From an optimization exercise on the open Yosys and OpenROAD flow, aimed at small area; shortcuts taken in it are not production practice. Only simulation tests tie the RTL to the original design; equivalence was not proved. The flow treats the clock pin as an ideal source, which a real chip does not have. Power is estimated from default activity; no workload was simulated.

Setup of run A:
==> flow/design.v (excerpt) <==
module top (
    input   logic       clk,
    input   logic       reset_n,
    input   logic       input_spi_clk,
    input   logic       input_spi_mosi,
    input   logic       input_spi_cs_n,
    output  logic       adc_spi_clk,
    input   logic       adc_spi_miso,
    output  logic       adc_spi_mosi,
    output  logic       adc_spi_cs_n,
    output  logic       pwm_a,
    output  logic       pwm_b
);
    logic [9:0]  m;
    logic [5:0]  s;
    logic [9:0]  m_inc;      
    logic [10:0] t;          
    assign t[0] = 1'b1;
    genvar gi;
    generate for (gi = 0; gi < 10; gi = gi + 1) begin : g_m
        assign m_inc[gi] = m[gi] ^ t[gi];
        assign t[gi+1]   = m[gi] & t[gi];
    end endgenerate
    wire [6:0] s_inc = {1'b0, s} + {6'd0, m[4:0] == 5'd2};
    always_ff @(posedge clk) begin
        if (~reset_n) begin
            m <= 10'd2;
            s <= 6'd63;
        end else begin
            m <= m_inc;
            s <= s_inc[5:0] | {1'b0, {3{s_inc[6]}}, 2'b00};
        end
    end
    assign adc_spi_cs_n = (s >= 6'd47);
    assign adc_spi_clk  = ~adc_spi_cs_n & ((m[4:0] >= 5'd19) | (m[4:0] <= 5'd2));
    assign adc_spi_mosi = (s == 6'd28) | (s == 6'd29) | (s == 6'd31);
    logic [8:0] sr;
    always_ff @(posedge clk) begin
        if (m[4:0] == 5'd18 && s >= 6'd33 && s <= 6'd41)
            sr <= {sr[7:0], adc_spi_miso};
    end
    logic [7:0] r8;
    logic       rf;
    always_ff @(posedge clk) begin
        if (s == 6'd45 && m[4:0] == 5'd24) begin
            r8 <= sr[8:1];
            rf <= sr[0] & ~(&sr[8:1]);
        end
    end
    wire rx = r8[7] | (rf & (&r8[6:0]));
    logic       clk_q;
    logic [3:0] since;       
    logic [4:0] bitcnt;
    logic [8:0] bufn;        
    logic [7:0] pn, spn;     
    wire shift = (since == 4'd1);
    wire valid = (bitcnt == 5'd16);
    always_ff @(posedge clk) begin
        clk_q <= input_spi_clk;
        if (input_spi_clk & ~clk_q)
            since <= 4'd0;
        else if (~since[3])
            since <= since + 1'b1;
        if (shift)
  ...
export LEC_CHECK = 0
export CAP_MARGIN = 20
export CORE_MARGIN = 2
export CORE_UTILIZATION = 55
export SLEW_MARGIN = 20
export SYNTH_HIERARCHICAL = 1
export SYNTH_MINIMUM_KEEP_SIZE = 0
create_clock -name core_clock -period 10.0 [get_ports {clk}]
standard.sh (not shown) runs the stock make flow with config.mk's settings and CLKGATE_MAP_FILE= SYNTH_SCRIPT=/design/flow/synth_recipe.tcl, a recipe that flattens the netlist after the stock synthesis.
==> flow/flow/run.sh <==
#!/bin/bash
# The standard layout with four changes: after floorplanning,
# flow/downsize.tcl puts every logic cell at its smallest drive strength
# (the later repair steps size up where needed); the port buffers are buf_1
# cells; clock tree synthesis uses clkbuf_4 buffers without dummy loads; and
# after clock tree synthesis, flow/post_cts.tcl upsizes to clkbuf_8 each
# clock buffer whose flip-flops' clock slew is estimated over 100 ps.
# Each tool's output is in orfs/logs; the make output is in flow_make.log.
set -euo pipefail
here=$(cd "$(dirname "$0")" && pwd)
export BUFFER_PORTS_ARGS="-buffer_cell sky130_fd_sc_hd__buf_1"
export CTS_ARGS="-sink_clustering_enable -repair_clock_nets -dont_use_dummy_load -buf_list sky130_fd_sc_hd__clkbuf_4"
export POST_CTS_TCL="$here/post_cts.tcl"
export POST_FLOORPLAN_TCL="$here/downsize.tcl"
bash standard.sh > flow_make.log 2>&1
==> flow/flow/downsize.tcl <==
# Start placement from the smallest drive strength of every logic cell that
# synthesis sized up (not the flip-flops or clock buffers); the resizer's
# later repair steps size up again only where slew, load or timing needs it.
foreach inst [get_cells *] {
  set master [get_property [get_lib_cells -of_objects $inst] name]
  if {![regexp {^(sky130_fd_sc_hd__[a-z0-9]+)_([0-9]+)$} $master -> base drive]} { continue }
  if {$drive <= 1 || [string match *clk* $base] || [string match *df* $base]} { continue }
  foreach alt [list ${base}_1 ${base}_0] {
    if {[llength [get_lib_cells -quiet $alt]] > 0} {
      replace_cell $inst $alt
      break
    }
  }
}
==> flow/flow/post_cts.tcl <==
estimate_parasitics -placement
set weak {}
foreach pin [all_registers -clock_pins -edge_triggered] {
  set worst 0
  foreach edge {rise fall} {
    foreach a {min max} {
      set s [get_property $pin slew_${a}_$edge]
      if {$s > $worst} { set worst $s }
    }
  }
  if {$worst > 0.100} {
    set net [get_nets -of_objects $pin]
    foreach drv [get_pins -of_objects $net -filter "direction==output"] {
      lappend weak [get_cells -of_objects $drv]
    }
  }
}
set done {}
foreach c $weak {
  set name [get_property $c full_name]
  if {[lsearch -exact $done $name] >= 0} { continue }
  lappend done $name
  if {[get_property [get_lib_cells -of_objects $c] name] eq "sky130_fd_sc_hd__clkbuf_4"} {
    puts "upsizing clock buffer $name"
    replace_cell $c sky130_fd_sc_hd__clkbuf_8
  }
}
if {[llength $done] > 0} {
  detailed_placement
  check_placement -verbose
  estimate_parasitics -placement
}
The following lists how run B was set up differently from run A:
Settings: a change of CORE_UTILIZATION from 55 to 40.
Notes after the runs:
- Comparing the two runs side by side, run B comes out ahead of run A on switching power.
- Changes observed in run B relative to run A: highest ir drop seen on vdd now smaller, setup slack climbed 31 ps.
- From run A to run B the numbers moved as follows: share of cell area taken by flip-flops and latches closely matched the old numbers; area growth from synthesis to layout increased by 0.37 points relative to the old numbers; detailed route wirelength on metal3 decreased by about 15% relative to the old numbers; die footprint increased by 36% relative to the old numbers.
- Diff run B and run A: final critical delay including setup and external delays lower in run B
Edits applied to the flow inputs when going from run B to run C:
Settings: GPL_TIMING_DRIVEN newly set to 0.
### Flow results
As far as final worst hold slack is concerned, run B and run C perform about the same.
| number of cells on the worst reg-to-reg path | lower: run C |
| placed wire-length estimate after detailed placement | run C vs run B | about 3.7% higher |
Compared with run B, in run C area of all placed cells without fillers saw an increase; via total after detailed routing saw an increase; final critical-path setup slack saw a decrease; cell area after placement saw an increase.
Critical path data arrival time was higher in the run labelled run C.
Delta(non-clock buffer count, run C - run B) > 0
Input changes introduced in run D (baseline for comparison: run C):
Settings: GPL_TIMING_DRIVEN: 0 -> unset.
==> flow/flow/run.sh <==
#!/bin/bash
# The standard layout with three changes: the port buffers are buf_1
# cells; clock tree synthesis uses clkbuf_4 buffers without dummy loads; and
# after clock tree synthesis, flow/post_cts.tcl upsizes to clkbuf_8 each
# clock buffer whose flip-flops' clock slew is estimated over 100 ps.
# Each tool's output is in orfs/logs; the make output is in flow_make.log.
set -euo pipefail
here=$(cd "$(dirname "$0")" && pwd)
export BUFFER_PORTS_ARGS="-buffer_cell sky130_fd_sc_hd__buf_1"
export CTS_ARGS="-sink_clustering_enable -repair_clock_nets -dont_use_dummy_load -buf_list sky130_fd_sc_hd__clkbuf_4"
export POST_CTS_TCL="$here/post_cts.tcl"
bash standard.sh > flow_make.log 2>&1
removed: flow/flow/downsize.tcl
### Flow results
Status: synthesized cell area parity (run C, run D). Delta (run D minus run C): detailed-routed wire length on met3 went down; worst setup slack climbed 140 ps; first-pass GRT wire length +about 1.2%.

-- port drivers added, routing unchanged --
Ports are ideal in the flow. The routed layouts listed here were re-timed in OpenROAD.
Step 1, drivers: a clkbuf_16 drives clk and a buf_2 each remaining input, both assumed.
Step 2 also shifts input and output timing later by t, the mid clock arrival at the registers, as if the neighbouring blocks saw the same clock.
Slacks: ideal / step 1 / step 2; pairs: ideal / step 1.
| run | shift t [ns] | slack for setup (ns) | clock arrival spread, ns |
|---|---|---|---|
| run A | 0.424 | 0.444 / 0.444 / 0.444 | 0.027 / 0.027 |
| run B | 0.423 | 0.475 / 0.475 / 0.475 | 0.031 / 0.031 |
| run C | 0.427 | 0.350 / 0.350 / 0.350 | 0.025 / 0.024 |
| run D | 0.428 | 0.493 / 0.493 / 0.493 | 0.025 / 0.026 |
After both steps setup and hold are still met in every run listed.
